This design comes from an exercise in tuning for small area and a short achievable clock period on the open sky130 flow, not from production work. Function was not checked in any run shown here: the RTL went through the layout flow alone. Power and IR drop assume default switching activity.

## design/flow/design.v

```verilog
module rs_xor2(input wire a, input wire b, output wire y);
    assign y = a ^ b;
endmodule
module rs_xnor2(input wire a, input wire b, output wire y);
    assign y = ~(a ^ b);
endmodule
module rs_inv(input wire a, output wire y);
    assign y = ~a;
endmodule
module rs_nand2(input wire a, input wire b, output wire y);
    assign y = ~(a & b);
endmodule
module reed_solomon_top(
    input  wire       clk,
    input  wire       rst_n,
    input  wire [7:0] data_in,
    output wire [7:0] code_out
);
    reg  [7:0] st;
    reg        po, dn;
    reg  [2:0] en;    
    wire       at222 = (st == 8'h84);    
    wire       at254 = (st == 8'h80);    
    always @(posedge clk or negedge rst_n) begin
        if (!rst_n) begin
            st <= 8'h01;
            en <= {3{1'b1}};
            po <= 1'b0;
            dn <= 1'b1;
        end else begin
            st <= {st[6:0], st[7] ^ st[5] ^ st[4] ^ st[3]};
            en[0] <= ~at222 & (en[0] | at254);
            en[1] <= ~at222 & (en[1] | at254);
            en[2] <= ~at222 & (en[2] | at254);
            po <= at222 | (po & ~at254);
            dn <= ~at222 & (dn | at254);
        end
    end
    reg  [255:0] rem;
    wire [255:0] nxt;
    wire [7:0] x;
    rs_xor2 fx0 (.a(data_in[0]), .b(rem[248]), .y(x[0]));
    wire fbn0_0;
    rs_nand2 f0_0 (.a(x[0]), .b(en[0]), .y(fbn0_0));
    wire fbn0_1;
    rs_nand2 f0_1 (.a(x[0]), .b(en[1]), .y(fbn0_1));
    wire fbn0_2;
    rs_nand2 f0_2 (.a(x[0]), .b(en[2]), .y(fbn0_2));
    wire fbn0_3;
    rs_nand2 f0_3 (.a(x[0]), .b(en[0]), .y(fbn0_3));
    wire fbn0_4;
    rs_nand2 f0_4 (.a(x[0]), .b(en[1]), .y(fbn0_4));
    wire fbn0_5;
    rs_nand2 f0_5 (.a(x[0]), .b(en[2]), .y(fbn0_5));
    wire fbn0_6;
    rs_nand2 f0_6 (.a(x[0]), .b(en[0]), .y(fbn0_6));
    wire fbn0_7;
    rs_nand2 f0_7 (.a(x[0]), .b(en[1]), .y(fbn0_7));
    rs_xor2 fx1 (.a(data_in[1]), .b(rem[249]), .y(x[1]));
    wire fbn1_0;
    rs_nand2 f1_0 (.a(x[1]), .b(en[2]), .y(fbn1_0));
    wire fbn1_1;
    rs_nand2 f1_1 (.a(x[1]), .b(en[0]), .y(fbn1_1));
    wire fbn1_2;
    rs_nand2 f1_2 (.a(x[1]), .b(en[1]), .y(fbn1_2));
    wire fbn1_3;
    rs_nand2 f1_3 (.a(x[1]), .b(en[2]), .y(fbn1_3));
    wire fbn1_4;
    rs_nand2 f1_4 (.a(x[1]), .b(en[0]), .y(fbn1_4));
    wire fbn1_5;
    rs_nand2 f1_5 (.a(x[1]), .b(en[1]), .y(fbn1_5));
    rs_xor2 fx2 (.a(data_in[2]), .b(rem[250]), .y(x[2]));
    wire fbn2_0;
    rs_nand2 f2_0 (.a(x[2]), .b(en[2]), .y(fbn2_0));
    wire fbn2_1;
    rs_nand2 f2_1 (.a(x[2]), .b(en[0]), .y(fbn2_1));
    wire fbn2_2;
    rs_nand2 f2_2 (.a(x[2]), .b(en[1]), .y(fbn2_2));
    wire fbn2_3;
    rs_nand2 f2_3 (.a(x[2]), .b(en[2]), .y(fbn2_3));
    wire fbn2_4;
    rs_nand2 f2_4 (.a(x[2]), .b(en[0]), .y(fbn2_4));
    wire fbn2_5;
    rs_nand2 f2_5 (.a(x[2]), .b(en[1]), .y(fbn2_5));
    rs_xor2 fx3 (.a(data_in[3]), .b(rem[251]), .y(x[3]));
    wire fbn3_0;
    rs_nand2 f3_0 (.a(x[3]), .b(en[2]), .y(fbn3_0));
    wire fbn3_1;
    rs_nand2 f3_1 (.a(x[3]), .b(en[0]), .y(fbn3_1));
    wire fbn3_2;
    rs_nand2 f3_2 (.a(x[3]), .b(en[1]), .y(fbn3_2));
    wire fbn3_3;
    rs_nand2 f3_3 (.a(x[3]), .b(en[2]), .y(fbn3_3));
    wire fbn3_4;
    rs_nand2 f3_4 (.a(x[3]), .b(en[0]), .y(fbn3_4));
    rs_xor2 fx4 (.a(data_in[4]), .b(rem[252]), .y(x[4]));
    wire fbn4_0;
    rs_nand2 f4_0 (.a(x[4]), .b(en[1]), .y(fbn4_0));
    wire fbn4_1;
    rs_nand2 f4_1 (.a(x[4]), .b(en[2]), .y(fbn4_1));
    wire fbn4_2;
    rs_nand2 f4_2 (.a(x[4]), .b(en[0]), .y(fbn4_2));
    rs_xor2 fx5 (.a(data_in[5]), .b(rem[253]), .y(x[5]));
    wire fbn5_0;
    rs_nand2 f5_0 (.a(x[5]), .b(en[1]), .y(fbn5_0));
    wire fbn5_1;
    rs_nand2 f5_1 (.a(x[5]), .b(en[2]), .y(fbn5_1));
    wire fbn5_2;
    rs_nand2 f5_2 (.a(x[5]), .b(en[0]), .y(fbn5_2));
    rs_xor2 fx6 (.a(data_in[6]), .b(rem[254]), .y(x[6]));
    wire fbn6_0;
    rs_nand2 f6_0 (.a(x[6]), .b(en[1]), .y(fbn6_0));
    wire fbn6_1;
    rs_nand2 f6_1 (.a(x[6]), .b(en[2]), .y(fbn6_1));
    wire fbn6_2;
    rs_nand2 f6_2 (.a(x[6]), .b(en[0]), .y(fbn6_2));
    rs_xor2 fx7 (.a(data_in[7]), .b(rem[255]), .y(x[7]));
    wire fbn7_0;
    rs_nand2 f7_0 (.a(x[7]), .b(en[1]), .y(fbn7_0));
    wire fbn7_1;
    rs_nand2 f7_1 (.a(x[7]), .b(en[2]), .y(fbn7_1));
    wire fbn7_2;
    rs_nand2 f7_2 (.a(x[7]), .b(en[0]), .y(fbn7_2));
    wire fbn7_3;
    rs_nand2 f7_3 (.a(x[7]), .b(en[1]), .y(fbn7_3));
    wire p03_0;
    wire p03_1;
    wire p03_2;
    wire p03_3;
    wire p05_0;
    wire p05_1;
    wire p05_2;
    wire p06_0;
    wire p06_1;
    wire p09_0;
    wire p09_1;
    wire p09_2;
    wire p0a_0;
    wire p0a_1;
    wire p0c_0;
    wire p0c_1;
    wire p0c_2;
    wire p11_0;
    wire p12_0;
    wire p14_0;
    wire p14_1;
    wire p18_0;
    wire p18_1;
    wire p22_0;
    wire p22_1;
    wire p30_0;
    wire p30_1;
    wire p42_0;
    wire p42_1;
    wire p44_0;
    wire p44_1;
    wire p48_0;
    wire p48_1;
    wire p50_0;
    wire p50_1;
    wire p50_2;
    wire p60_0;
    wire p60_1;
    wire p60_2;
    wire p60_3;
    wire p81_0;
    wire p81_1;
    wire p82_0;
    wire p82_1;
    wire p84_0;
    wire p84_1;
    wire p90_0;
    wire p90_1;
    wire p90_2;
    wire pa0_0;
    wire pa0_1;
    wire pa0_2;
    wire p0b_0;
    wire p0e_0;
    wire p13_0;
    wire p16_0;
    wire p1b_0;
    wire p1b_1;
    wire p1c_0;
    wire p1d_0;
    wire p23_0;
    wire p25_0;
    wire p26_0;
    wire p27_0;
    wire p29_0;
    wire p2a_0;
    wire p2c_0;
    wire p2e_0;
    wire p31_0;
    wire p32_0;
    wire p35_0;
    wire p36_0;
    wire p36_1;
    wire p38_0;
    wire p3a_0;
    wire p45_0;
    wire p47_0;
    wire p4a_0;
    wire p4c_0;
    wire p4d_0;
    wire p4e_0;
    wire p51_0;
    wire p53_0;
    wire p54_0;
    wire p55_0;
    wire p58_0;
    wire p59_0;
    wire p5a_0;
    wire p5c_0;
    wire p5c_1;
    wire p61_0;
    wire p62_0;
    wire p63_0;
    wire p65_0;
    wire p6a_0;
    wire p6c_0;
    wire p6c_1;
    wire p70_0;
    wire p71_0;
    wire p72_0;
    wire p72_1;
    wire p74_0;
    wire p74_1;
    wire p83_0;
    wire p85_0;
    wire p89_0;
    wire p8b_0;
    wire p8d_0;
    wire p8e_0;
    wire p91_0;
    wire p93_0;
    wire p95_0;
    wire p98_0;
    wire p99_0;
    wire pa1_0;
    wire pa2_0;
    wire pa3_0;
    wire pa5_0;
    wire pa8_0;
    wire pa9_0;
    wire paa_0;
    wire paa_1;
    wire pb0_0;
    wire pb1_0;
    wire pb1_1;
    wire pc1_0;
    wire pc2_0;
    wire pc3_0;
    wire pc6_0;
    wire pca_0;
    wire pd1_0;
    wire pd2_0;
    wire pd4_0;
    wire pd8_0;
    wire pd8_1;
    wire pe1_0;
    wire pe1_1;
    wire pe2_0;
    wire pe2_1;
    wire pf0_0;
    wire pf0_1;
    rs_xor2 x_p03_0 (.a(fbn0_0), .b(fbn1_0), .y(p03_0));
    rs_xor2 x_p03_1 (.a(fbn0_1), .b(fbn1_1), .y(p03_1));
    rs_xor2 x_p03_2 (.a(fbn0_2), .b(fbn1_2), .y(p03_2));
    rs_xor2 x_p03_3 (.a(fbn0_3), .b(fbn1_3), .y(p03_3));
    rs_xor2 x_p05_0 (.a(fbn0_4), .b(fbn2_0), .y(p05_0));
    rs_xor2 x_p05_1 (.a(fbn0_5), .b(fbn2_1), .y(p05_1));
    rs_xor2 x_p05_2 (.a(fbn0_6), .b(fbn2_2), .y(p05_2));
    rs_xor2 x_p06_0 (.a(fbn1_4), .b(fbn2_3), .y(p06_0));
    rs_xor2 x_p06_1 (.a(fbn1_5), .b(fbn2_4), .y(p06_1));
    rs_xor2 x_p09_0 (.a(fbn0_7), .b(fbn3_0), .y(p09_0));
    rs_xor2 x_p09_1 (.a(fbn0_0), .b(fbn3_1), .y(p09_1));
    rs_xor2 x_p09_2 (.a(fbn0_1), .b(fbn3_2), .y(p09_2));
    rs_xor2 x_p0a_0 (.a(fbn1_0), .b(fbn3_3), .y(p0a_0));
    rs_xor2 x_p0a_1 (.a(fbn1_1), .b(fbn3_4), .y(p0a_1));
    rs_xor2 x_p0c_0 (.a(fbn2_5), .b(fbn3_0), .y(p0c_0));
    rs_xor2 x_p0c_1 (.a(fbn2_0), .b(fbn3_1), .y(p0c_1));
    rs_xor2 x_p0c_2 (.a(fbn2_1), .b(fbn3_2), .y(p0c_2));
    rs_xor2 x_p11_0 (.a(fbn0_2), .b(fbn4_0), .y(p11_0));
    rs_xor2 x_p12_0 (.a(fbn1_2), .b(fbn4_1), .y(p12_0));
    rs_xor2 x_p14_0 (.a(fbn2_2), .b(fbn4_2), .y(p14_0));
    rs_xor2 x_p14_1 (.a(fbn2_3), .b(fbn4_0), .y(p14_1));
    rs_xor2 x_p18_0 (.a(fbn3_3), .b(fbn4_1), .y(p18_0));
    rs_xor2 x_p18_1 (.a(fbn3_4), .b(fbn4_2), .y(p18_1));
    rs_xor2 x_p22_0 (.a(fbn1_3), .b(fbn5_0), .y(p22_0));
    rs_xor2 x_p22_1 (.a(fbn1_4), .b(fbn5_1), .y(p22_1));
    rs_xor2 x_p30_0 (.a(fbn4_0), .b(fbn5_2), .y(p30_0));
    rs_xor2 x_p30_1 (.a(fbn4_1), .b(fbn5_0), .y(p30_1));
    rs_xor2 x_p42_0 (.a(fbn1_5), .b(fbn6_0), .y(p42_0));
    rs_xor2 x_p42_1 (.a(fbn1_0), .b(fbn6_1), .y(p42_1));
    rs_xor2 x_p44_0 (.a(fbn2_4), .b(fbn6_2), .y(p44_0));
    rs_xor2 x_p44_1 (.a(fbn2_5), .b(fbn6_0), .y(p44_1));
    rs_xor2 x_p48_0 (.a(fbn3_0), .b(fbn6_1), .y(p48_0));
    rs_xor2 x_p48_1 (.a(fbn3_1), .b(fbn6_2), .y(p48_1));
    rs_xor2 x_p50_0 (.a(fbn4_2), .b(fbn6_0), .y(p50_0));
    rs_xor2 x_p50_1 (.a(fbn4_0), .b(fbn6_1), .y(p50_1));
    rs_xor2 x_p50_2 (.a(fbn4_1), .b(fbn6_2), .y(p50_2));
    rs_xor2 x_p60_0 (.a(fbn5_1), .b(fbn6_0), .y(p60_0));
    rs_xor2 x_p60_1 (.a(fbn5_2), .b(fbn6_1), .y(p60_1));
    rs_xor2 x_p60_2 (.a(fbn5_0), .b(fbn6_2), .y(p60_2));
    rs_xor2 x_p60_3 (.a(fbn5_1), .b(fbn6_0), .y(p60_3));
    rs_xor2 x_p81_0 (.a(fbn0_3), .b(fbn7_0), .y(p81_0));
    rs_xor2 x_p81_1 (.a(fbn0_4), .b(fbn7_1), .y(p81_1));
    rs_xor2 x_p82_0 (.a(fbn1_1), .b(fbn7_2), .y(p82_0));
    rs_xor2 x_p82_1 (.a(fbn1_2), .b(fbn7_3), .y(p82_1));
    rs_xor2 x_p84_0 (.a(fbn2_0), .b(fbn7_0), .y(p84_0));
    rs_xor2 x_p84_1 (.a(fbn2_1), .b(fbn7_1), .y(p84_1));
    rs_xor2 x_p90_0 (.a(fbn4_2), .b(fbn7_2), .y(p90_0));
    rs_xor2 x_p90_1 (.a(fbn4_0), .b(fbn7_3), .y(p90_1));
    rs_xor2 x_p90_2 (.a(fbn4_1), .b(fbn7_0), .y(p90_2));
    rs_xor2 x_pa0_0 (.a(fbn5_2), .b(fbn7_1), .y(pa0_0));
    rs_xor2 x_pa0_1 (.a(fbn5_0), .b(fbn7_2), .y(pa0_1));
    rs_xor2 x_pa0_2 (.a(fbn5_1), .b(fbn7_3), .y(pa0_2));
    rs_xor2 x_p0b_0 (.a(p0a_0), .b(fbn0_5), .y(p0b_0));
    rs_xor2 x_p0e_0 (.a(p0c_0), .b(fbn1_3), .y(p0e_0));
    rs_xor2 x_p13_0 (.a(p12_0), .b(fbn0_6), .y(p13_0));
    rs_xor2 x_p16_0 (.a(p14_0), .b(fbn1_4), .y(p16_0));
    rs_xor2 x_p1b_0 (.a(p03_0), .b(p18_0), .y(p1b_0));
    rs_xor2 x_p1b_1 (.a(p03_1), .b(p18_1), .y(p1b_1));
    rs_xor2 x_p1c_0 (.a(p18_0), .b(fbn2_2), .y(p1c_0));
    rs_xor2 x_p1d_0 (.a(p05_0), .b(p18_1), .y(p1d_0));
    rs_xor2 x_p23_0 (.a(p22_0), .b(fbn0_7), .y(p23_0));
    rs_xor2 x_p25_0 (.a(p05_1), .b(fbn5_2), .y(p25_0));
    rs_xor2 x_p26_0 (.a(p22_1), .b(fbn2_3), .y(p26_0));
    rs_xor2 x_p27_0 (.a(p05_2), .b(p22_0), .y(p27_0));
    rs_xor2 x_p29_0 (.a(p09_0), .b(fbn5_0), .y(p29_0));
    rs_xor2 x_p2a_0 (.a(p22_1), .b(fbn3_2), .y(p2a_0));
    rs_xor2 x_p2c_0 (.a(p0c_1), .b(fbn5_1), .y(p2c_0));
    rs_xor2 x_p2e_0 (.a(p22_0), .b(p0c_2), .y(p2e_0));
    rs_xor2 x_p31_0 (.a(p30_0), .b(fbn0_0), .y(p31_0));
    rs_xor2 x_p32_0 (.a(p30_1), .b(fbn1_5), .y(p32_0));
    rs_xor2 x_p35_0 (.a(p05_0), .b(p30_0), .y(p35_0));
    rs_xor2 x_p36_0 (.a(p06_0), .b(p30_1), .y(p36_0));
    rs_xor2 x_p36_1 (.a(p06_1), .b(p30_0), .y(p36_1));
    rs_xor2 x_p38_0 (.a(p30_1), .b(fbn3_3), .y(p38_0));
    rs_xor2 x_p3a_0 (.a(p0a_1), .b(p30_0), .y(p3a_0));
    rs_xor2 x_p45_0 (.a(p44_0), .b(fbn0_1), .y(p45_0));
    rs_xor2 x_p47_0 (.a(p03_2), .b(p44_1), .y(p47_0));
    rs_xor2 x_p4a_0 (.a(p48_0), .b(fbn1_0), .y(p4a_0));
    rs_xor2 x_p4c_0 (.a(p48_1), .b(fbn2_4), .y(p4c_0));
    rs_xor2 x_p4d_0 (.a(p05_1), .b(p48_0), .y(p4d_0));
    rs_xor2 x_p4e_0 (.a(p06_0), .b(p48_1), .y(p4e_0));
    rs_xor2 x_p51_0 (.a(p50_0), .b(fbn0_2), .y(p51_0));
    rs_xor2 x_p53_0 (.a(p03_3), .b(p50_1), .y(p53_0));
    rs_xor2 x_p54_0 (.a(p50_2), .b(fbn2_5), .y(p54_0));
    rs_xor2 x_p55_0 (.a(p05_2), .b(p50_0), .y(p55_0));
    rs_xor2 x_p58_0 (.a(p50_1), .b(fbn3_4), .y(p58_0));
    rs_xor2 x_p59_0 (.a(p09_1), .b(p50_2), .y(p59_0));
    rs_xor2 x_p5a_0 (.a(p0a_0), .b(p50_0), .y(p5a_0));
    rs_xor2 x_p5c_0 (.a(p0c_0), .b(p50_1), .y(p5c_0));
    rs_xor2 x_p5c_1 (.a(p0c_1), .b(p50_2), .y(p5c_1));
    rs_xor2 x_p61_0 (.a(p60_0), .b(fbn0_3), .y(p61_0));
    rs_xor2 x_p62_0 (.a(p60_1), .b(fbn1_1), .y(p62_0));
    rs_xor2 x_p63_0 (.a(p03_0), .b(p60_2), .y(p63_0));
    rs_xor2 x_p65_0 (.a(p05_0), .b(p60_3), .y(p65_0));
    rs_xor2 x_p6a_0 (.a(p0a_1), .b(p60_0), .y(p6a_0));
    rs_xor2 x_p6c_0 (.a(p0c_2), .b(p60_1), .y(p6c_0));
    rs_xor2 x_p6c_1 (.a(p0c_0), .b(p60_2), .y(p6c_1));
    rs_xor2 x_p70_0 (.a(p60_3), .b(fbn4_2), .y(p70_0));
    rs_xor2 x_p71_0 (.a(p11_0), .b(p60_0), .y(p71_0));
    rs_xor2 x_p72_0 (.a(p12_0), .b(p60_1), .y(p72_0));
    rs_xor2 x_p72_1 (.a(p12_0), .b(p60_2), .y(p72_1));
    rs_xor2 x_p74_0 (.a(p14_1), .b(p60_3), .y(p74_0));
    rs_xor2 x_p74_1 (.a(p14_0), .b(p60_0), .y(p74_1));
    rs_xor2 x_p83_0 (.a(p82_0), .b(fbn0_4), .y(p83_0));
    rs_xor2 x_p85_0 (.a(p84_0), .b(fbn0_5), .y(p85_0));
    rs_xor2 x_p89_0 (.a(p81_0), .b(fbn3_0), .y(p89_0));
    rs_xor2 x_p8b_0 (.a(p09_2), .b(p82_1), .y(p8b_0));
    rs_xor2 x_p8d_0 (.a(p09_0), .b(p84_1), .y(p8d_0));
    rs_xor2 x_p8e_0 (.a(p0a_0), .b(p84_0), .y(p8e_0));
    rs_xor2 x_p91_0 (.a(p90_0), .b(fbn0_6), .y(p91_0));
    rs_xor2 x_p93_0 (.a(p03_1), .b(p90_1), .y(p93_0));
    rs_xor2 x_p95_0 (.a(p05_1), .b(p90_2), .y(p95_0));
    rs_xor2 x_p98_0 (.a(p90_0), .b(fbn3_1), .y(p98_0));
    rs_xor2 x_p99_0 (.a(p09_1), .b(p90_1), .y(p99_0));
    rs_xor2 x_pa1_0 (.a(pa0_0), .b(fbn0_7), .y(pa1_0));
    rs_xor2 x_pa2_0 (.a(pa0_1), .b(fbn1_2), .y(pa2_0));
    rs_xor2 x_pa3_0 (.a(p03_2), .b(pa0_2), .y(pa3_0));
    rs_xor2 x_pa5_0 (.a(p05_2), .b(pa0_0), .y(pa5_0));
    rs_xor2 x_pa8_0 (.a(pa0_1), .b(fbn3_2), .y(pa8_0));
    rs_xor2 x_pa9_0 (.a(p09_2), .b(pa0_2), .y(pa9_0));
    rs_xor2 x_paa_0 (.a(p0a_1), .b(pa0_0), .y(paa_0));
    rs_xor2 x_paa_1 (.a(p0a_0), .b(pa0_1), .y(paa_1));
    rs_xor2 x_pb0_0 (.a(pa0_2), .b(fbn4_0), .y(pb0_0));
    rs_xor2 x_pb1_0 (.a(p11_0), .b(pa0_0), .y(pb1_0));
    rs_xor2 x_pb1_1 (.a(p11_0), .b(pa0_1), .y(pb1_1));
    rs_xor2 x_pc1_0 (.a(p81_1), .b(fbn6_1), .y(pc1_0));
    rs_xor2 x_pc2_0 (.a(p82_0), .b(fbn6_2), .y(pc2_0));
    rs_xor2 x_pc3_0 (.a(p81_0), .b(p42_0), .y(pc3_0));
    rs_xor2 x_pc6_0 (.a(p42_1), .b(p84_1), .y(pc6_0));
    rs_xor2 x_pca_0 (.a(p82_1), .b(p48_0), .y(pca_0));
    rs_xor2 x_pd1_0 (.a(p81_1), .b(p50_0), .y(pd1_0));
    rs_xor2 x_pd2_0 (.a(p42_0), .b(p90_2), .y(pd2_0));
    rs_xor2 x_pd4_0 (.a(p44_0), .b(p90_0), .y(pd4_0));
    rs_xor2 x_pd8_0 (.a(p48_1), .b(p90_1), .y(pd8_0));
    rs_xor2 x_pd8_1 (.a(p48_0), .b(p90_2), .y(pd8_1));
    rs_xor2 x_pe1_0 (.a(p81_0), .b(p60_1), .y(pe1_0));
    rs_xor2 x_pe1_1 (.a(p81_1), .b(p60_2), .y(pe1_1));
    rs_xor2 x_pe2_0 (.a(p42_1), .b(pa0_2), .y(pe2_0));
    rs_xor2 x_pe2_1 (.a(p42_0), .b(pa0_0), .y(pe2_1));
    rs_xor2 x_pf0_0 (.a(p50_1), .b(pa0_1), .y(pf0_0));
    rs_xor2 x_pf0_1 (.a(p50_2), .b(pa0_2), .y(pf0_1));
    rs_xnor2 a_0 (.a(fbn3_3), .b(pe1_0), .y(nxt[0]));
    assign nxt[1] = pd2_0;
    assign nxt[2] = p4d_0;
    rs_xnor2 a_3 (.a(fbn0_0), .b(p72_0), .y(nxt[3]));
    rs_inv a_4 (.a(p0e_0), .y(nxt[4]));
    assign nxt[5] = p1d_0;
    assign nxt[6] = p3a_0;
    assign nxt[7] = p74_0;
    rs_xnor2 a_8 (.a(rem[0]), .b(p16_0), .y(nxt[8]));
    rs_xnor2 a_9 (.a(rem[1]), .b(p2c_0), .y(nxt[9]));
    rs_xor2 a_10 (.a(rem[2]), .b(p4e_0), .y(nxt[10]));
    rs_xor2 a_11 (.a(rem[3]), .b(p8b_0), .y(nxt[11]));
    rs_xnor2 a_12 (.a(rem[4]), .b(fbn0_1), .y(nxt[12]));
    rs_xnor2 a_13 (.a(rem[5]), .b(fbn1_3), .y(nxt[13]));
    rs_xor2 a_14 (.a(rem[6]), .b(p05_0), .y(nxt[14]));
    rs_xnor2 a_15 (.a(rem[7]), .b(p0b_0), .y(nxt[15]));
    wire t_16;
    rs_xor2 b_16 (.a(rem[8]), .b(fbn0_2), .y(t_16));
    rs_xnor2 a_16 (.a(t_16), .b(p4e_0), .y(nxt[16]));
    wire t_17;
    rs_xor2 b_17 (.a(rem[9]), .b(p06_1), .y(t_17));
    rs_xor2 a_17 (.a(t_17), .b(p99_0), .y(nxt[17]));
    rs_xor2 a_18 (.a(rem[10]), .b(p71_0), .y(nxt[18]));
    wire t_19;
    rs_xor2 b_19 (.a(rem[11]), .b(fbn2_0), .y(t_19));
    rs_xnor2 a_19 (.a(t_19), .b(pa9_0), .y(nxt[19]));
    rs_xor2 a_20 (.a(rem[12]), .b(p14_1), .y(nxt[20]));
    rs_xnor2 a_21 (.a(rem[13]), .b(p29_0), .y(nxt[21]));
    rs_xor2 a_22 (.a(rem[14]), .b(p53_0), .y(nxt[22]));
    wire t_23;
    rs_xor2 b_23 (.a(rem[15]), .b(fbn1_4), .y(t_23));
    rs_xnor2 a_23 (.a(t_23), .b(pa5_0), .y(nxt[23]));
    rs_xor2 a_24 (.a(rem[16]), .b(p30_1), .y(nxt[24]));
    rs_xor2 a_25 (.a(rem[17]), .b(p60_3), .y(nxt[25]));
    rs_xor2 a_26 (.a(rem[18]), .b(pf0_0), .y(nxt[26]));
    rs_xor2 a_27 (.a(rem[19]), .b(pd1_0), .y(nxt[27]));
    rs_xor2 a_28 (.a(rem[20]), .b(p93_0), .y(nxt[28]));
    rs_xnor2 a_29 (.a(rem[21]), .b(p26_0), .y(nxt[29]));
    rs_xnor2 a_30 (.a(rem[22]), .b(p4c_0), .y(nxt[30]));
    rs_xnor2 a_31 (.a(rem[23]), .b(p98_0), .y(nxt[31]));
    wire t_32, u_32;
    rs_xor2 c_32 (.a(rem[24]), .b(fbn6_0), .y(u_32));
    rs_xor2 b_32 (.a(u_32), .b(p84_0), .y(t_32));
    rs_xnor2 a_32 (.a(t_32), .b(p1b_0), .y(nxt[32]));
    wire t_33;
    rs_xor2 b_33 (.a(rem[25]), .b(p14_0), .y(t_33));
    rs_xor2 a_33 (.a(t_33), .b(paa_0), .y(nxt[33]));
    rs_xor2 a_34 (.a(rem[26]), .b(pa3_0), .y(nxt[34]));
    rs_xor2 a_35 (.a(rem[27]), .b(p99_0), .y(nxt[35]));
    wire t_36;
    rs_xor2 b_36 (.a(rem[28]), .b(p0c_1), .y(t_36));
    rs_xor2 a_36 (.a(t_36), .b(pe1_1), .y(nxt[36]));
    wire t_37;
    rs_xor2 b_37 (.a(rem[29]), .b(p03_3), .y(t_37));
    rs_xor2 a_37 (.a(t_37), .b(pd8_0), .y(nxt[37]));
    wire t_38;
    rs_xor2 b_38 (.a(rem[30]), .b(p06_0), .y(t_38));
    rs_xor2 a_38 (.a(t_38), .b(pb1_0), .y(nxt[38]));
    wire t_39;
    rs_xor2 b_39 (.a(rem[31]), .b(p03_0), .y(t_39));
    rs_xor2 a_39 (.a(t_39), .b(p6c_0), .y(nxt[39]));
    rs_xor2 a_40 (.a(rem[32]), .b(p6c_1), .y(nxt[40]));
    rs_xor2 a_41 (.a(rem[33]), .b(pd8_1), .y(nxt[41]));
    wire t_42;
    rs_xor2 b_42 (.a(rem[34]), .b(fbn2_1), .y(t_42));
    rs_xnor2 a_42 (.a(t_42), .b(pd8_0), .y(nxt[42]));
    wire t_43;
    rs_xor2 b_43 (.a(rem[35]), .b(fbn0_3), .y(t_43));
    rs_xnor2 a_43 (.a(t_43), .b(pd4_0), .y(nxt[43]));
    rs_xor2 a_44 (.a(rem[36]), .b(pc6_0), .y(nxt[44]));
    rs_xor2 a_45 (.a(rem[37]), .b(p8d_0), .y(nxt[45]));
    rs_xor2 a_46 (.a(rem[38]), .b(p1b_1), .y(nxt[46]));
    rs_xor2 a_47 (.a(rem[39]), .b(p36_0), .y(nxt[47]));
    rs_xor2 a_48 (.a(rem[40]), .b(pb1_1), .y(nxt[48]));
    rs_xor2 a_49 (.a(rem[41]), .b(p63_0), .y(nxt[49]));
    wire t_50;
    rs_xor2 b_50 (.a(rem[42]), .b(fbn1_5), .y(t_50));
    rs_xnor2 a_50 (.a(t_50), .b(p74_1), .y(nxt[50]));
    wire t_51;
    rs_xor2 b_51 (.a(rem[43]), .b(fbn0_4), .y(t_51));
    rs_xnor2 a_51 (.a(t_51), .b(p5c_0), .y(nxt[51]));
    rs_xnor2 a_52 (.a(rem[44]), .b(p0b_0), .y(nxt[52]));
    rs_xnor2 a_53 (.a(rem[45]), .b(p16_0), .y(nxt[53]));
    rs_xnor2 a_54 (.a(rem[46]), .b(p2c_0), .y(nxt[54]));
    rs_xnor2 a_55 (.a(rem[47]), .b(p58_0), .y(nxt[55]));
    rs_xnor2 a_56 (.a(rem[48]), .b(pa8_0), .y(nxt[56]));
    rs_xor2 a_57 (.a(rem[49]), .b(p50_0), .y(nxt[57]));
    rs_xnor2 a_58 (.a(rem[50]), .b(fbn3_4), .y(nxt[58]));
    wire t_59;
    rs_xor2 b_59 (.a(rem[51]), .b(fbn3_0), .y(t_59));
    rs_xnor2 a_59 (.a(t_59), .b(pb1_0), .y(nxt[59]));
    wire t_60;
    rs_xor2 b_60 (.a(rem[52]), .b(fbn1_0), .y(t_60));
    rs_xnor2 a_60 (.a(t_60), .b(pd8_1), .y(nxt[60]));
    wire t_61;
    rs_xor2 b_61 (.a(rem[53]), .b(fbn2_2), .y(t_61));
    rs_xnor2 a_61 (.a(t_61), .b(pb1_1), .y(nxt[61]));
    rs_xor2 a_62 (.a(rem[54]), .b(p6a_0), .y(nxt[62]));
    rs_xor2 a_63 (.a(rem[55]), .b(pd4_0), .y(nxt[63]));
    wire t_64;
    rs_xor2 b_64 (.a(rem[56]), .b(p0c_2), .y(t_64));
    rs_xor2 a_64 (.a(t_64), .b(pe1_0), .y(nxt[64]));
    wire t_65;
    rs_xor2 b_65 (.a(rem[57]), .b(p03_1), .y(t_65));
    rs_xor2 a_65 (.a(t_65), .b(pd8_0), .y(nxt[65]));
    rs_xor2 a_66 (.a(rem[58]), .b(p5a_0), .y(nxt[66]));
    rs_xor2 a_67 (.a(rem[59]), .b(p59_0), .y(nxt[67]));
    wire t_68;
    rs_xor2 b_68 (.a(rem[60]), .b(fbn1_1), .y(t_68));
    rs_xnor2 a_68 (.a(t_68), .b(p5c_1), .y(nxt[68]));
    wire t_69;
    rs_xor2 b_69 (.a(rem[61]), .b(p0c_0), .y(t_69));
    rs_xor2 a_69 (.a(t_69), .b(pb1_0), .y(nxt[69]));
    wire t_70;
    rs_xor2 b_70 (.a(rem[62]), .b(p09_0), .y(t_70));
    rs_xor2 a_70 (.a(t_70), .b(p72_1), .y(nxt[70]));
    wire t_71;
    rs_xor2 b_71 (.a(rem[63]), .b(p06_1), .y(t_71));
    rs_xor2 a_71 (.a(t_71), .b(pf0_1), .y(nxt[71]));
    rs_xor2 a_72 (.a(rem[64]), .b(p18_0), .y(nxt[72]));
    rs_xnor2 a_73 (.a(rem[65]), .b(p31_0), .y(nxt[73]));
    wire t_74;
    rs_xor2 b_74 (.a(rem[66]), .b(fbn3_1), .y(t_74));
    rs_xnor2 a_74 (.a(t_74), .b(p72_0), .y(nxt[74]));
    wire t_75;
    rs_xor2 b_75 (.a(rem[67]), .b(fbn7_0), .y(t_75));
    rs_xnor2 a_75 (.a(t_75), .b(p6c_0), .y(nxt[75]));
    rs_xnor2 a_76 (.a(rem[68]), .b(pc1_0), .y(nxt[76]));
    rs_xnor2 a_77 (.a(rem[69]), .b(p83_0), .y(nxt[77]));
    rs_xor2 a_78 (.a(rem[70]), .b(p06_0), .y(nxt[78]));
    rs_xor2 a_79 (.a(rem[71]), .b(p0c_1), .y(nxt[79]));
    wire t_80;
    rs_xor2 b_80 (.a(rem[72]), .b(p09_1), .y(t_80));
    rs_xor2 a_80 (.a(t_80), .b(pe2_0), .y(nxt[80]));
    wire t_81;
    rs_xor2 b_81 (.a(rem[73]), .b(p03_2), .y(t_81));
    rs_xor2 a_81 (.a(t_81), .b(pd4_0), .y(nxt[81]));
    rs_xor2 a_82 (.a(rem[74]), .b(p44_1), .y(nxt[82]));
    rs_xnor2 a_83 (.a(rem[75]), .b(p62_0), .y(nxt[83]));
    rs_xor2 a_84 (.a(rem[76]), .b(p2e_0), .y(nxt[84]));
    wire t_85;
    rs_xor2 b_85 (.a(rem[77]), .b(fbn0_5), .y(t_85));
    rs_xnor2 a_85 (.a(t_85), .b(p5c_0), .y(nxt[85]));
    wire t_86;
    rs_xor2 b_86 (.a(rem[78]), .b(fbn4_1), .y(t_86));
    rs_xnor2 a_86 (.a(t_86), .b(paa_1), .y(nxt[86]));
    wire t_87;
    rs_xor2 b_87 (.a(rem[79]), .b(fbn0_6), .y(t_87));
    rs_xnor2 a_87 (.a(t_87), .b(p74_0), .y(nxt[87]));
    wire t_88;
    rs_xor2 b_88 (.a(rem[80]), .b(fbn7_1), .y(t_88));
    rs_xnor2 a_88 (.a(t_88), .b(p36_1), .y(nxt[88]));
    wire t_89;
    rs_xor2 b_89 (.a(rem[81]), .b(fbn0_7), .y(t_89));
    rs_xnor2 a_89 (.a(t_89), .b(p6c_1), .y(nxt[89]));
    rs_xor2 a_90 (.a(rem[82]), .b(p6c_0), .y(nxt[90]));
    wire t_91;
    rs_xor2 b_91 (.a(rem[83]), .b(fbn1_2), .y(t_91));
    rs_xnor2 a_91 (.a(t_91), .b(p6c_1), .y(nxt[91]));
    wire t_92;
    rs_xor2 b_92 (.a(rem[84]), .b(fbn0_0), .y(t_92));
    rs_xnor2 a_92 (.a(t_92), .b(p6a_0), .y(nxt[92]));
    wire t_93;
    rs_xor2 b_93 (.a(rem[85]), .b(fbn1_3), .y(t_93));
    rs_xnor2 a_93 (.a(t_93), .b(pd4_0), .y(nxt[93]));
    wire t_94;
    rs_xor2 b_94 (.a(rem[86]), .b(fbn2_3), .y(t_94));
    rs_xnor2 a_94 (.a(t_94), .b(pa9_0), .y(nxt[94]));
    wire t_95;
    rs_xor2 b_95 (.a(rem[87]), .b(fbn0_1), .y(t_95));
    rs_xnor2 a_95 (.a(t_95), .b(p5a_0), .y(nxt[95]));
    wire t_96;
    rs_xor2 b_96 (.a(rem[88]), .b(fbn0_2), .y(t_96));
    rs_xnor2 a_96 (.a(t_96), .b(p2e_0), .y(nxt[96]));
    wire t_97;
    rs_xor2 b_97 (.a(rem[89]), .b(p03_3), .y(t_97));
    rs_xor2 a_97 (.a(t_97), .b(p5c_1), .y(nxt[97]));
    rs_xor2 a_98 (.a(rem[90]), .b(p90_0), .y(nxt[98]));
    rs_xnor2 a_99 (.a(rem[91]), .b(p0e_0), .y(nxt[99]));
    rs_xnor2 a_100 (.a(rem[92]), .b(p32_0), .y(nxt[100]));
    rs_xor2 a_101 (.a(rem[93]), .b(p65_0), .y(nxt[101]));
    wire t_102;
    rs_xor2 b_102 (.a(rem[94]), .b(fbn0_3), .y(t_102));
    rs_xnor2 a_102 (.a(t_102), .b(pca_0), .y(nxt[102]));
    wire t_103;
    rs_xor2 b_103 (.a(rem[95]), .b(fbn1_4), .y(t_103));
    rs_xnor2 a_103 (.a(t_103), .b(p95_0), .y(nxt[103]));
    rs_xor2 a_104 (.a(rem[96]), .b(p22_1), .y(nxt[104]));
    rs_xnor2 a_105 (.a(rem[97]), .b(p45_0), .y(nxt[105]));
    rs_xor2 a_106 (.a(rem[98]), .b(pa9_0), .y(nxt[106]));
    rs_xnor2 a_107 (.a(rem[99]), .b(p70_0), .y(nxt[107]));
    rs_xnor2 a_108 (.a(rem[100]), .b(pc2_0), .y(nxt[108]));
    rs_xor2 a_109 (.a(rem[101]), .b(p84_1), .y(nxt[109]));
    rs_xnor2 a_110 (.a(rem[102]), .b(fbn3_2), .y(nxt[110]));
    rs_xor2 a_111 (.a(rem[103]), .b(p11_0), .y(nxt[111]));
    wire t_112;
    rs_xor2 b_112 (.a(rem[104]), .b(fbn2_4), .y(t_112));
    rs_xnor2 a_112 (.a(t_112), .b(paa_0), .y(nxt[112]));
    rs_xor2 a_113 (.a(rem[105]), .b(p5c_0), .y(nxt[113]));
    rs_xnor2 a_114 (.a(rem[106]), .b(p16_0), .y(nxt[114]));
    rs_xor2 a_115 (.a(rem[107]), .b(p82_0), .y(nxt[115]));
    rs_xor2 a_116 (.a(rem[108]), .b(paa_1), .y(nxt[116]));
    rs_xor2 a_117 (.a(rem[109]), .b(p55_0), .y(nxt[117]));
    wire t_118;
    rs_xor2 b_118 (.a(rem[110]), .b(fbn0_4), .y(t_118));
    rs_xnor2 a_118 (.a(t_118), .b(paa_0), .y(nxt[118]));
    wire t_119;
    rs_xor2 b_119 (.a(rem[111]), .b(fbn1_5), .y(t_119));
    rs_xnor2 a_119 (.a(t_119), .b(p55_0), .y(nxt[119]));
    rs_xor2 a_120 (.a(rem[112]), .b(p12_0), .y(nxt[120]));
    rs_xnor2 a_121 (.a(rem[113]), .b(p25_0), .y(nxt[121]));
    rs_xor2 a_122 (.a(rem[114]), .b(p59_0), .y(nxt[122]));
    rs_xnor2 a_123 (.a(rem[115]), .b(pa1_0), .y(nxt[123]));
    rs_xnor2 a_124 (.a(rem[116]), .b(p51_0), .y(nxt[124]));
    rs_xnor2 a_125 (.a(rem[117]), .b(pa2_0), .y(nxt[125]));
    rs_xor2 a_126 (.a(rem[118]), .b(p44_0), .y(nxt[126]));
    rs_xnor2 a_127 (.a(rem[119]), .b(p89_0), .y(nxt[127]));
    wire t_128;
    rs_xor2 b_128 (.a(rem[120]), .b(fbn2_5), .y(t_128));
    rs_xnor2 a_128 (.a(t_128), .b(p99_0), .y(nxt[128]));
    wire t_129;
    rs_xor2 b_129 (.a(rem[121]), .b(fbn0_5), .y(t_129));
    rs_xnor2 a_129 (.a(t_129), .b(p3a_0), .y(nxt[129]));
    wire t_130;
    rs_xor2 b_130 (.a(rem[122]), .b(p09_2), .y(t_130));
    rs_xor2 a_130 (.a(t_130), .b(pe2_1), .y(nxt[130]));
    rs_xnor2 a_131 (.a(rem[123]), .b(p4a_0), .y(nxt[131]));
    rs_xor2 a_132 (.a(rem[124]), .b(p09_0), .y(nxt[132]));
    rs_xnor2 a_133 (.a(rem[125]), .b(p13_0), .y(nxt[133]));
    rs_xor2 a_134 (.a(rem[126]), .b(p27_0), .y(nxt[134]));
    rs_xor2 a_135 (.a(rem[127]), .b(p4e_0), .y(nxt[135]));
    rs_xnor2 a_136 (.a(rem[128]), .b(p61_0), .y(nxt[136]));
    rs_xnor2 a_137 (.a(rem[129]), .b(pc2_0), .y(nxt[137]));
    wire t_138;
    rs_xor2 b_138 (.a(rem[130]), .b(fbn2_0), .y(t_138));
    rs_xnor2 a_138 (.a(t_138), .b(pe1_1), .y(nxt[138]));
    wire t_139;
    rs_xor2 b_139 (.a(rem[131]), .b(fbn0_6), .y(t_139));
    rs_xnor2 a_139 (.a(t_139), .b(paa_1), .y(nxt[139]));
    rs_xor2 a_140 (.a(rem[132]), .b(p36_0), .y(nxt[140]));
    rs_xor2 a_141 (.a(rem[133]), .b(p6c_0), .y(nxt[141]));
    rs_xor2 a_142 (.a(rem[134]), .b(pd8_1), .y(nxt[142]));
    rs_xnor2 a_143 (.a(rem[135]), .b(pb0_0), .y(nxt[143]));
    rs_xor2 a_144 (.a(rem[136]), .b(p12_0), .y(nxt[144]));
    rs_xnor2 a_145 (.a(rem[137]), .b(p25_0), .y(nxt[145]));
    rs_xor2 a_146 (.a(rem[138]), .b(p59_0), .y(nxt[146]));
    rs_xnor2 a_147 (.a(rem[139]), .b(pa1_0), .y(nxt[147]));
    rs_xnor2 a_148 (.a(rem[140]), .b(p51_0), .y(nxt[148]));
    rs_xnor2 a_149 (.a(rem[141]), .b(pa2_0), .y(nxt[149]));
    rs_xor2 a_150 (.a(rem[142]), .b(p44_1), .y(nxt[150]));
    rs_xnor2 a_151 (.a(rem[143]), .b(p89_0), .y(nxt[151]));
    rs_xnor2 a_152 (.a(rem[144]), .b(fbn0_7), .y(nxt[152]));
    rs_xnor2 a_153 (.a(rem[145]), .b(fbn1_0), .y(nxt[153]));
    rs_xnor2 a_154 (.a(rem[146]), .b(fbn2_1), .y(nxt[154]));
    rs_xnor2 a_155 (.a(rem[147]), .b(fbn3_3), .y(nxt[155]));
    rs_xnor2 a_156 (.a(rem[148]), .b(fbn4_2), .y(nxt[156]));
    rs_xnor2 a_157 (.a(rem[149]), .b(fbn5_2), .y(nxt[157]));
    rs_xnor2 a_158 (.a(rem[150]), .b(fbn6_1), .y(nxt[158]));
    rs_xnor2 a_159 (.a(rem[151]), .b(fbn7_2), .y(nxt[159]));
    rs_xor2 a_160 (.a(rem[152]), .b(p4e_0), .y(nxt[160]));
    wire t_161;
    rs_xor2 b_161 (.a(rem[153]), .b(fbn2_2), .y(t_161));
    rs_xnor2 a_161 (.a(t_161), .b(p99_0), .y(nxt[161]));
    wire t_162;
    rs_xor2 b_162 (.a(rem[154]), .b(fbn0_0), .y(t_162));
    rs_xnor2 a_162 (.a(t_162), .b(p74_1), .y(nxt[162]));
    rs_xor2 a_163 (.a(rem[155]), .b(pa5_0), .y(nxt[163]));
    rs_xnor2 a_164 (.a(rem[156]), .b(fbn2_3), .y(nxt[164]));
    rs_xor2 a_165 (.a(rem[157]), .b(p09_1), .y(nxt[165]));
    rs_xnor2 a_166 (.a(rem[158]), .b(p13_0), .y(nxt[166]));
    rs_xor2 a_167 (.a(rem[159]), .b(p27_0), .y(nxt[167]));
    rs_xnor2 a_168 (.a(rem[160]), .b(p2a_0), .y(nxt[168]));
    rs_xnor2 a_169 (.a(rem[161]), .b(p54_0), .y(nxt[169]));
    rs_xnor2 a_170 (.a(rem[162]), .b(p83_0), .y(nxt[170]));
    rs_xnor2 a_171 (.a(rem[163]), .b(p2c_0), .y(nxt[171]));
    rs_xor2 a_172 (.a(rem[164]), .b(p72_1), .y(nxt[172]));
    wire t_173;
    rs_xor2 b_173 (.a(rem[165]), .b(fbn2_4), .y(t_173));
    rs_xnor2 a_173 (.a(t_173), .b(pe1_0), .y(nxt[173]));
    rs_xor2 a_174 (.a(rem[166]), .b(pca_0), .y(nxt[174]));
    rs_xor2 a_175 (.a(rem[167]), .b(p95_0), .y(nxt[175]));
    rs_xnor2 a_176 (.a(rem[168]), .b(p54_0), .y(nxt[176]));
    rs_xor2 a_177 (.a(rem[169]), .b(pa9_0), .y(nxt[177]));
    rs_xor2 a_178 (.a(rem[170]), .b(p06_1), .y(nxt[178]));
    rs_xnor2 a_179 (.a(rem[171]), .b(p58_0), .y(nxt[179]));
    wire t_180;
    rs_xor2 b_180 (.a(rem[172]), .b(fbn2_5), .y(t_180));
    rs_xnor2 a_180 (.a(t_180), .b(pe1_1), .y(nxt[180]));
    rs_xor2 a_181 (.a(rem[173]), .b(pca_0), .y(nxt[181]));
    rs_xor2 a_182 (.a(rem[174]), .b(p95_0), .y(nxt[182]));
    rs_xnor2 a_183 (.a(rem[175]), .b(p2a_0), .y(nxt[183]));
    rs_xnor2 a_184 (.a(rem[176]), .b(p29_0), .y(nxt[184]));
    rs_xor2 a_185 (.a(rem[177]), .b(p53_0), .y(nxt[185]));
    rs_xor2 a_186 (.a(rem[178]), .b(p8e_0), .y(nxt[186]));
    rs_xor2 a_187 (.a(rem[179]), .b(p35_0), .y(nxt[187]));
    rs_xor2 a_188 (.a(rem[180]), .b(p42_1), .y(nxt[188]));
    rs_xnor2 a_189 (.a(rem[181]), .b(p85_0), .y(nxt[189]));
    rs_xor2 a_190 (.a(rem[182]), .b(p0a_1), .y(nxt[190]));
    rs_xor2 a_191 (.a(rem[183]), .b(p14_1), .y(nxt[191]));
    rs_xor2 a_192 (.a(rem[184]), .b(pe1_0), .y(nxt[192]));
    rs_xor2 a_193 (.a(rem[185]), .b(pc3_0), .y(nxt[193]));
    wire t_194;
    rs_xor2 b_194 (.a(rem[186]), .b(fbn1_1), .y(t_194));
    rs_xnor2 a_194 (.a(t_194), .b(p65_0), .y(nxt[194]));
    wire t_195;
    rs_xor2 b_195 (.a(rem[187]), .b(fbn0_1), .y(t_195));
    rs_xnor2 a_195 (.a(t_195), .b(p2e_0), .y(nxt[195]));
    wire t_196;
    rs_xor2 b_196 (.a(rem[188]), .b(p14_0), .y(t_196));
    rs_xor2 a_196 (.a(t_196), .b(paa_0), .y(nxt[196]));
    wire t_197;
    rs_xor2 b_197 (.a(rem[189]), .b(fbn3_4), .y(t_197));
    rs_xnor2 a_197 (.a(t_197), .b(p74_0), .y(nxt[197]));
    wire t_198;
    rs_xor2 b_198 (.a(rem[190]), .b(fbn3_0), .y(t_198));
    rs_xnor2 a_198 (.a(t_198), .b(pf0_0), .y(nxt[198]));
    rs_xor2 a_199 (.a(rem[191]), .b(pf0_1), .y(nxt[199]));
    rs_xor2 a_200 (.a(rem[192]), .b(p8e_0), .y(nxt[200]));
    rs_xnor2 a_201 (.a(rem[193]), .b(p1c_0), .y(nxt[201]));
    wire t_202;
    rs_xor2 b_202 (.a(rem[194]), .b(fbn7_3), .y(t_202));
    rs_xnor2 a_202 (.a(t_202), .b(p36_1), .y(nxt[202]));
    wire t_203;
    rs_xor2 b_203 (.a(rem[195]), .b(fbn0_2), .y(t_203));
    rs_xnor2 a_203 (.a(t_203), .b(pe2_0), .y(nxt[203]));
    rs_xor2 a_204 (.a(rem[196]), .b(p48_1), .y(nxt[204]));
    rs_xnor2 a_205 (.a(rem[197]), .b(p91_0), .y(nxt[205]));
    rs_xnor2 a_206 (.a(rem[198]), .b(p23_0), .y(nxt[206]));
    rs_xor2 a_207 (.a(rem[199]), .b(p47_0), .y(nxt[207]));
    wire t_208;
    rs_xor2 b_208 (.a(rem[200]), .b(p0a_0), .y(t_208));
    rs_xor2 a_208 (.a(t_208), .b(p74_1), .y(nxt[208]));
    wire t_209, u_209;
    rs_xor2 c_209 (.a(rem[201]), .b(fbn7_0), .y(u_209));
    rs_xor2 b_209 (.a(u_209), .b(p60_0), .y(t_209));
    rs_xnor2 a_209 (.a(t_209), .b(p1d_0), .y(nxt[209]));
    rs_xnor2 a_210 (.a(rem[202]), .b(p85_0), .y(nxt[210]));
    rs_xor2 a_211 (.a(rem[203]), .b(p74_0), .y(nxt[211]));
    wire t_212;
    rs_xor2 b_212 (.a(rem[204]), .b(fbn1_2), .y(t_212));
    rs_xnor2 a_212 (.a(t_212), .b(p95_0), .y(nxt[212]));
    wire t_213;
    rs_xor2 b_213 (.a(rem[205]), .b(fbn0_3), .y(t_213));
    rs_xnor2 a_213 (.a(t_213), .b(p2e_0), .y(nxt[213]));
    wire t_214;
    rs_xor2 b_214 (.a(rem[206]), .b(p03_0), .y(t_214));
    rs_xor2 a_214 (.a(t_214), .b(p5c_1), .y(nxt[214]));
    wire t_215, u_215;
    rs_xor2 c_215 (.a(rem[207]), .b(fbn5_0), .y(u_215));
    rs_xor2 b_215 (.a(u_215), .b(p84_0), .y(t_215));
    rs_xnor2 a_215 (.a(t_215), .b(p1b_0), .y(nxt[215]));
    rs_xnor2 a_216 (.a(rem[208]), .b(fbn1_3), .y(nxt[216]));
    rs_xor2 a_217 (.a(rem[209]), .b(p05_1), .y(nxt[217]));
    rs_xor2 a_218 (.a(rem[210]), .b(p09_2), .y(nxt[218]));
    rs_xor2 a_219 (.a(rem[211]), .b(p11_0), .y(nxt[219]));
    rs_xnor2 a_220 (.a(rem[212]), .b(fbn5_1), .y(nxt[220]));
    rs_xnor2 a_221 (.a(rem[213]), .b(fbn6_2), .y(nxt[221]));
    rs_xnor2 a_222 (.a(rem[214]), .b(fbn7_1), .y(nxt[222]));
    rs_xnor2 a_223 (.a(rem[215]), .b(fbn0_4), .y(nxt[223]));
    rs_xor2 a_224 (.a(rem[216]), .b(p18_1), .y(nxt[224]));
    rs_xnor2 a_225 (.a(rem[217]), .b(p31_0), .y(nxt[225]));
    wire t_226;
    rs_xor2 b_226 (.a(rem[218]), .b(fbn3_1), .y(t_226));
    rs_xnor2 a_226 (.a(t_226), .b(p72_0), .y(nxt[226]));
    wire t_227;
    rs_xor2 b_227 (.a(rem[219]), .b(fbn7_2), .y(t_227));
    rs_xnor2 a_227 (.a(t_227), .b(p6c_1), .y(nxt[227]));
    rs_xnor2 a_228 (.a(rem[220]), .b(pc1_0), .y(nxt[228]));
    rs_xnor2 a_229 (.a(rem[221]), .b(p83_0), .y(nxt[229]));
    rs_xor2 a_230 (.a(rem[222]), .b(p06_0), .y(nxt[230]));
    rs_xor2 a_231 (.a(rem[223]), .b(p0c_2), .y(nxt[231]));
    rs_xor2 a_232 (.a(rem[224]), .b(p1b_1), .y(nxt[232]));
    rs_xor2 a_233 (.a(rem[225]), .b(p36_0), .y(nxt[233]));
    wire t_234;
    rs_xor2 b_234 (.a(rem[226]), .b(p03_1), .y(t_234));
    rs_xor2 a_234 (.a(t_234), .b(p74_1), .y(nxt[234]));
    wire t_235;
    rs_xor2 b_235 (.a(rem[227]), .b(p05_2), .y(t_235));
    rs_xor2 a_235 (.a(t_235), .b(pf0_0), .y(nxt[235]));
    wire t_236;
    rs_xor2 b_236 (.a(rem[228]), .b(fbn0_5), .y(t_236));
    rs_xnor2 a_236 (.a(t_236), .b(pf0_1), .y(nxt[236]));
    wire t_237;
    rs_xor2 b_237 (.a(rem[229]), .b(fbn0_6), .y(t_237));
    rs_xnor2 a_237 (.a(t_237), .b(pe2_1), .y(nxt[237]));
    rs_xor2 a_238 (.a(rem[230]), .b(pc6_0), .y(nxt[238]));
    rs_xor2 a_239 (.a(rem[231]), .b(p8d_0), .y(nxt[239]));
    rs_xor2 a_240 (.a(rem[232]), .b(p71_0), .y(nxt[240]));
    rs_xor2 a_241 (.a(rem[233]), .b(pe2_0), .y(nxt[241]));
    wire t_242;
    rs_xor2 b_242 (.a(rem[234]), .b(fbn2_0), .y(t_242));
    rs_xnor2 a_242 (.a(t_242), .b(pb1_1), .y(nxt[242]));
    rs_xor2 a_243 (.a(rem[235]), .b(p1b_0), .y(nxt[243]));
    rs_xor2 a_244 (.a(rem[236]), .b(p47_0), .y(nxt[244]));
    rs_xor2 a_245 (.a(rem[237]), .b(p8e_0), .y(nxt[245]));
    rs_xnor2 a_246 (.a(rem[238]), .b(p1c_0), .y(nxt[246]));
    rs_xnor2 a_247 (.a(rem[239]), .b(p38_0), .y(nxt[247]));
    rs_xor2 a_248 (.a(rem[240]), .b(p8e_0), .y(nxt[248]));
    rs_xnor2 a_249 (.a(rem[241]), .b(p1c_0), .y(nxt[249]));
    wire t_250;
    rs_xor2 b_250 (.a(rem[242]), .b(fbn7_3), .y(t_250));
    rs_xnor2 a_250 (.a(t_250), .b(p36_1), .y(nxt[250]));
    wire t_251;
    rs_xor2 b_251 (.a(rem[243]), .b(fbn0_7), .y(t_251));
    rs_xnor2 a_251 (.a(t_251), .b(pe2_1), .y(nxt[251]));
    rs_xor2 a_252 (.a(rem[244]), .b(p48_0), .y(nxt[252]));
    rs_xnor2 a_253 (.a(rem[245]), .b(p91_0), .y(nxt[253]));
    rs_xnor2 a_254 (.a(rem[246]), .b(p23_0), .y(nxt[254]));
    rs_xor2 a_255 (.a(rem[247]), .b(p47_0), .y(nxt[255]));
    always @(posedge clk or negedge rst_n) begin
        if (!rst_n) rem <= 256'd0;
        else        rem <= nxt;
    end
    wire [7:0] sd, sr;
    genvar g;
    generate for (g = 0; g < 8; g = g + 1) begin : omux
        rs_nand2 nd (.a(data_in[g]), .b(dn), .y(sd[g]));
        rs_nand2 nr (.a(rem[248+g]), .b(po), .y(sr[g]));
        rs_nand2 no (.a(sd[g]), .b(sr[g]), .y(code_out[g]));
    end endgenerate
endmodule
```

## design/flow/run.sh

```bash
#!/bin/bash
# synth_recipe.tcl (not shown) runs the flow's synth.tcl, then flattens the netlist and writes it again
# the make line also repeats each setting of config.mk as NAME=value (left out here)
make -C /OpenROAD-flow-scripts/flow DESIGN_CONFIG=/design/flow/config.mk WORK_HOME=/design/flow/orfs CLKGATE_MAP_FILE= SYNTH_SCRIPT=/design/flow/synth_recipe.tcl finish
```

## design/flow/config.mk

```make
export PLATFORM = sky130hd
export DESIGN_NAME = reed_solomon_top
export DESIGN_NICKNAME = reed_solomon_top
export VERILOG_FILES = /design/flow/design.v
export SDC_FILE = /design/flow/constraint.sdc
export NUM_CORES = 4
export LEC_CHECK = 0
export CAP_MARGIN = 20
export CORE_MARGIN = 2
export CORE_UTILIZATION = 40
export CTS_CLUSTER_DIAMETER = 100
export CTS_CLUSTER_SIZE = 24
export SETUP_SLACK_MARGIN = 1.8
export SLEW_MARGIN = 20
export SYNTH_HIERARCHICAL = 1
export SYNTH_MINIMUM_KEEP_SIZE = 0
```

## design/flow/constraint.sdc

```tcl
create_clock -name core_clock -period 4.0 [get_ports {clk}]
set_input_delay 0.8000 -clock core_clock [delete_from_list [all_inputs] [get_ports {clk}]]
set_output_delay 0.8000 -clock core_clock [all_outputs]
set_load 0.01 [all_outputs]
```

==> results of run 1 <==
==> where the power goes <==
part / internal (uW) / switching [uW]
registers: 2720 / 0
clock network: 710 / 905
logic: 24.0 / 78.9
total: 3450 / 984
==> Yosys stat by module, one instance, submodules excluded <==
module | copies in the design | cell area (um2) | cells | flops+latches
rs_xnor2 | 134 | 8.76 | 1 | 0
rs_xor2 | 343 | 8.76 | 1 | 0
reed_solomon_top | 1 | 6860 | 281 | 269
rs_inv | 1 | 3.75 | 1 | 0
rs_nand2 | 62 | 3.75 | 1 | 0
==> per-stage QoR <==
step                hold WS (ns)  cell area (um2)  total power [uW]
finish                     0.336            15100              4430
detailed placement         0.367            12700              2860
floorplan                  0.355            11700              2780
global placement           0.360            12700              2860
global route               0.401            15100              4580
CTS                        0.373            14600              4470
==> worst register-to-register path, cell delays in order (launching register included) <==
cell     delay (ns)
dfstp_4        0.79
nand2_2        0.30
xor2_4         0.27
buf_4          0.20
xor2_1         0.25
buf_4          0.18
xor2_1         0.14
==> state kept, by name, summed over array words and instances (netlist names) <==
| name | count |
|---|---|
| st | 8 |
| en | 3 |
| rem | 256 |
| po | 1 |
| dn | 1 |
==> cells in the mapped netlist <==
cell	n	area, um2
a21o_2	2	17.5
nor3_1	1	5.00
mux2_4	1	15.0
nand2_2	1	6.26
xnor2_1	136	1190
dfstp_2	5	131
dfrtp_1	264	6610
xor2_1	344	3010
nor4b_4	1	23.8
inv_1	1	3.75
and3b_2	1	10.0
a21o_1	2	15.0
nand2_1	62	233
==> cells by family after synthesis <==
| kind of cell | synth area share |
|---|---|
| AO/OA/AOI/OAI | 0.00289 |
| buffers and inverters | 0.000333 |
| multiplexers | 0.00133 |
| flip-flops | 0.598 |
| AND/OR/NAND/NOR | 0.0246 |
| XOR/XNOR | 0.373 |
==> timing repair <==
item | in CTS | in global routing
pin swaps | 28 | 10
buffers inserted | 40 | 23
endpoints found under the setup margin | 244 | 141
gates resized for setup | 182 | 37
hold buffers | 0 | 0
==> area by class of cell <==
| class | count | area [um2] | area share |
|---|---|---|---|
| inverters | 1 | 3.75 | 0.000249 |
| clock buffers | 20 | 394 | 0.0261 |
| flip-flops and latches | 269 | 6750 | 0.447 |
| clock inverters | 2 | 23.8 | 0.00157 |
| multi-input cells | 551 | 6230 | 0.413 |
| well taps | 378 | 473 | 0.0313 |
| repair buffers | 129 | 1220 | 0.0810 |
==> layer usage <==
metal	routed length, um	GRT usage	vias up
li1	-	-	2730
met1	13800	0.315	3280
met2	15300	0.361	199
met3	1950	0.0421	61
met4	1190	0.0734	0
met5	0	0	-
==> worst min path at each step <==
stage | slack [ns] | endpoint | cells after the start | start
after floorplan | 0.35 | st[7]$_DFF_PN0_ | 0 | st[6]$_DFF_PN0_
after global placement | 0.36 | st[7]$_DFF_PN0_ | 0 | st[6]$_DFF_PN0_
after detailed placement | 0.37 | st[7]$_DFF_PN0_ | 0 | st[6]$_DFF_PN0_
after CTS | 0.37 | rem[80]$_DFF_PN0_ | 1 | rst_n
after global routing | 0.40 | st[1]$_DFF_PN0_ | 1 | rst_n
final | 0.34 | st[1]$_DFF_PN0_ | 1 | rst_n
==> impl_metrics.json, run 1 <==
{
  "nFillCells": 2271,
  "fp.dieArea_um2": 29500,
  "regToRegStartpoint": "en[2]$_DFF_PN1_",
  "syn_area_um2": 11300,
  "cp-start-kind": "input pin",
  "required_ns": 4.39,
  "final_cell_mix": "263 x dfrtp_1, 239 x xor2_1, 135 x xnor2_1",
  "syn_nets": 831,
  "n_antenna_cell": 0,
  "final_common_cell": "dfrtp_1",
  "dp_slack_ns": 0.338,
  "htreeDepth": 1,
  "via_per_inst": 4.64,
  "r2r_slack_ns": 1.80,
  "gp_congestion": 0.950,
  "synthCells": 821,
  "ys_types": 13,
  "grt_pass1_vias": 6540,
  "root_buffer": "clkbuf_16",
  "grt_first_pass_wirelength_um": 46400,
  "fin_skew_ns": 0.0251,
  "path_depth": 7,
  "core_region_area_um2": 27800,
  "crit_start": "data_in[7]",
  "leakage_uw": 0.00769,
  "critPathBufInv": 2,
  "grt_overflow": 0,
  "grt_max_degree": 101,
  "timing_hold_violations_final": 0,
  "reg2regPathDepth": 6,
  "instances_no_fill": 1350,
  "nNetsFinal": 977,
  "final_antenna_net_count": 0,
  "grt_usage": 0.226,
  "report.final.slew_viol_count": 0,
  "rows": 61,
  "p_per_area_nw_per_um2": 294,
  "crit_path_frequent_cell": "xor2_4",
  "ir_drop_uv": 252,
  "initial_utilization": 0.406,
  "setup_viol": 0,
  "hold_class": "in2async",
  "cp_cell_sequence": "clkdlybuf4s15_1, xor2_4, nand2_2, xor2_4, buf_12, xor2_2, xor2_1",
  "crit_end": "rem[38]$_DFF_PN0_",
  "path_clk_slew_ns": 0.10,
  "slowest_stage": "xor2_1",
  "vias": 6270,
  "fin_setup_tns_ns": 0,
  "criticalPathCategory": "in2reg",
  "r2r-end": "rem[48]$_DFF_PN0_",
  "grt_setup_unrepaired": "true",
  "cts_tree": "done",
  "crit_family": "XOR/XNOR gates",
  "crit_path_max_incr_delay_ns": 0.31,
  "drt_iter0_markers": 422,
  "die_w_um": 172,
  "syn_to_final_growth_pct": 34.0,
  "ys_seq_area_frac": 0.598,
  "drive_gt1_frac": 0.305,
  "synth.avg_cell_area_um2": 13.7,
  "drc": 0,
  "critPathArrivalTime_ns": 2.65,
  "synth_warnings": 7,
  "fin_util": 0.544,
  "port-buffer-count": 17,
  "cp-end-kind": "register",
  "period_minus_slack_ns": 2.26,
  "post_drt_wl_per_cell_um": 23.8,
  "status": "complete, no violations",
  "post-route-period-util": 0.566,
  "grt_antenna_before_repair": 0,
  "place_inst": 1265,
  "cts_buffers": 15,
  "wl_um": 32200,
  "cts.sinks": 269,
  "num_io_pins": 18,
  "ys_ff_latch": 269,
  "clock_path_buffers": 3,
  "die_y_um": 172,
  "max_clock_freq_mhz": 442,
  "path_max_fanout": 5,
  "tightest_slew_ns": 0.794,
  "clock_latency_ns": 0.50,
  "maxSlewHeadroom": 0.470,
  "first_pass_iters": 4,
  "hpwl_um": 23000,
  "max_cap_violations": 0,
  "worst_slack_ns": 1.74
}
==> inputs of run 2 (changes only) <==
--- a/design/flow/config.mk
+++ b/design/flow/config.mk
@@ -12,3 +12,3 @@
 export CTS_CLUSTER_SIZE = 24
-export SETUP_SLACK_MARGIN = 1.8
+export SETUP_SLACK_MARGIN = 1.6
 export SLEW_MARGIN = 20
==> run 2 against run 1 <==
Still clean. Hold slack lost 0.043 ns. Synthesized cell count unchanged. Non-clock buffer count down 23. Clock power is essentially flat. Largest cell class unchanged. Highest routed layer unchanged.
==> impl_metrics.json, run 2 <==
{
  "die_w_um": 172,
  "cts_tree": "done",
  "grt_overflow": 0,
  "num_io_pins": 18,
  "report.final.slew_viol_count": 0,
  "p_clk_frac": 0.365,
  "clock_latency_ns": 0.50,
  "async_reset_ff_frac": 1.00,
  "regMostFlops": "rem",
  "post-synth-top-count-cell": "xor2_1",
  "synthFlopType": "dfrtp_1",
  "first_pass_iters": 6,
  "whs_ns": 0.293,
  "synthMuxAreaShare": 0.00133,
  "hold_class": "in2async",
  "ir_drop_uv": 225,
  "path_clk_slew_ns": 0.09,
  "multi_input_area_um2": 5730,
  "clock_path_buffers": 3,
  "grt_usage": 0.225,
  "root_buffer": "clkbuf_16",
  "cp-end-kind": "primary output",
  "grt_util_met2": 0.355,
  "cp-start-kind": "register",
  "setup_viol": 0,
  "wl_um": 31000,
  "yosysTopAreaCellShare": 0.586,
  "gp_congestion": 0.893,
  "synth.avg_cell_area_um2": 13.7,
  "cp_cell_sequence": "buf_12, nand2_1, nand2_1, dlygate4sd2_1",
  "drt_iter0_markers": 468,
  "synth_top_family_by_area": "XOR/XNOR gates",
  "port-buffer-count": 17,
  "drive_gt1_frac": 0.236,
  "dp_slack_ns": 0.356,
  "rows": 61,
  "max_cap_violations": 0,
  "final_antenna_net_count": 0,
  "final_cell_mix": "268 x xor2_1, 264 x dfrtp_1, 135 x xnor2_1",
  "worst_slack_ns": 1.65,
  "pwr-share-comb": 0.021,
  "htreeDepth": 1,
  "cts_buffers": 15,
  "top_usage_layer": "met2",
  "ys_types": 13,
  "grt_setup_unrepaired": "false",
  "grt_pass1_vias": 6619,
  "synthCells": 821,
  "initial_utilization": 0.406,
  "synthAdderAreaFrac": 0,
  "status": "complete, no violations",
  "post_drt_wl_per_cell_um": 23.4,
  "grt_first_pass_wirelength_um": 46400,
  "p_switching_uw": 980,
  "synth_top_area_cell": "dfrtp_1",
  "critPathArrivalTime_ns": 1.55,
  "synth_enable_flop_cells": 0,
  "fin_setup_tns_ns": 0,
  "pwr-share-seq": 0.615,
  "tightest_slew_ns": 0.716,
  "p_per_area_nw_per_um2": 310,
  "n_antenna_cell": 0,
  "grt_use_met3": 0.0369,
  "required_ns": 3.20,
  "grt_use_met1": 0.324,
  "final_common_cell": "xor2_1",
  "fp.dieArea_um2": 29500,
  "ys_seq_area_frac": 0.598,
  "synth.area.top_cells": "dfrtp_1 59%, xor2_1 27%, xnor2_1 11%, nand2_1 2.1%, dfstp_2 1.2%",
  "top_regs": "rem x256, st x8, en x3",
  "maxSlewHeadroom": 0.522,
  "yosys-top-cells-count": "344 x xor2_1, 264 x dfrtp_1, 136 x xnor2_1",
  "leakage_uw": 0.00742,
  "criticalPathCategory": "reg2out",
  "yosys.area_share.simple": 0.0246,
  "slowest_stage": "dfstp_2",
  "syn_to_final_growth_pct": 26.6,
  "period_minus_slack_ns": 2.35,
  "max_clock_freq_mhz": 426,
  "timing_hold_violations_final": 0,
  "crit_family": "flip-flops",
  "vias": 6104,
  "die_y_um": 172,
  "crit_path_max_incr_delay_ns": 0.57,
  "via_per_inst": 4.60,
  "synth_xor_area_frac": 0.373,
  "grt_antenna_before_repair": 1,
  "cts.sinks": 269,
  "fin_skew_ns": 0.0209,
  "crit_path_frequent_cell": "nand2_1",
  "path_max_fanout": 5,
  "internal_power_uw": 3440,
  "hpwl_um": 22800,
  "syn_area_um2": 11300,
  "nNetsFinal": 954,
  "synth-compound-area-share": 0.00289,
  "core_region_area_um2": 27800,
  "register_area_um2": 6750,
  "nFillCells": 2427,
  "syn_nets": 831,
  "drc": 0,
  "ys_ff_latch": 269
}
==> run 2: cell counts after synthesis <==
No cell type changed its count.
==> run 2: per-stage QoR <==
stage,util,instances,total power [uW],instance area (um2)
after floorplan,-,821,2780,11300
after global placement,0.450,1283,2850,12500
after detailed placement,0.450,1283,2850,12500
after CTS,0.512,1326,4470,14200
after global routing,0.514,1326,4570,14300
final,0.514,1326,4420,14300
==> run 2: final timing paths <==
path	cells after the start	start	endpoint	slack, ns
max reg2reg	5	en[1]$_DFF_PN1_	rem[61]$_DFF_PN0_	1.66
max	4	dn$_DFF_PN1_	code_out[6]	1.65
min	1	rst_n	st[1]$_DFF_PN0_	0.29
min in group core_clock	0	st[6]$_DFF_PN0_	st[7]$_DFF_PN0_	0.38
max in group asynchronous	2	rst_n	rem[166]$_DFF_PN0_	2.71
min reg2reg	0	st[6]$_DFF_PN0_	st[7]$_DFF_PN0_	0.38
==> run 2: logic make-up (layout without fill, tap and decap cells) <==
logic type	after synthesis	in the layout
AOI/OAI and AO/OA	4	4
xor gates and xnor gates	480	480
buffers and inverters	1	128
DFF	269	269
muxes	1	1
and+or+nand+nor	66	66
==> run 2: repair_timing <==
item	in CTS	in global routing
pin swaps	16	0
buffers inserted	22	0
cloned	0	0
gates resized for setup	172	15
endpoints found under the setup margin	223	36
hold buffers	0	0
==> run 2: cell type report <==
cell class	instances	share of cell area
flip-flops and latches	269	0.473
multi-input cells	551	0.401
repair buffers	106	0.0634
well taps	378	0.0331
clock buffers	19	0.0274
clock inverters	2	0.00167
inverters	1	0.000263
==> run 2: per-module statistics from Yosys, one instance, submodules excluded <==
module            cells inside  cell area [um2]  flops+latches
rs_xnor2                     1             8.76              0
rs_inv                       1             3.75              0
rs_xor2                      1             8.76              0
reed_solomon_top           281             6860            269
rs_nand2                     1             3.75              0
==> run 2: layer usage <==
layer,part of all wire,vias up
met5,0,-
met4,0.034,0
met3,0.053,46
met2,0.46,147
met1,0.45,3212
li1,-,2699
==> run 2: power groups by stage <==
| stage | Sequential [uW] | Combinational [uW] | Clock (uW) |
|---|---|---|---|
| after floorplan | 2770 | 5.33 | 0 |
| after global placement | 2770 | 83.7 | 0 |
| after detailed placement | 2770 | 83.9 | 0 |
| after CTS | 2720 | 95.9 | 1660 |
| after global routing | 2720 | 105 | 1750 |
| final | 2720 | 91.7 | 1610 |

Setup slack of run 2, layout unchanged: 1.652 ns with ideal ports, 1.605 ns with driving cells assumed (clock clkbuf_16, inputs buf_2), 1.143 ns with port delays also shifted by the 0.534 ns mid clock arrival.
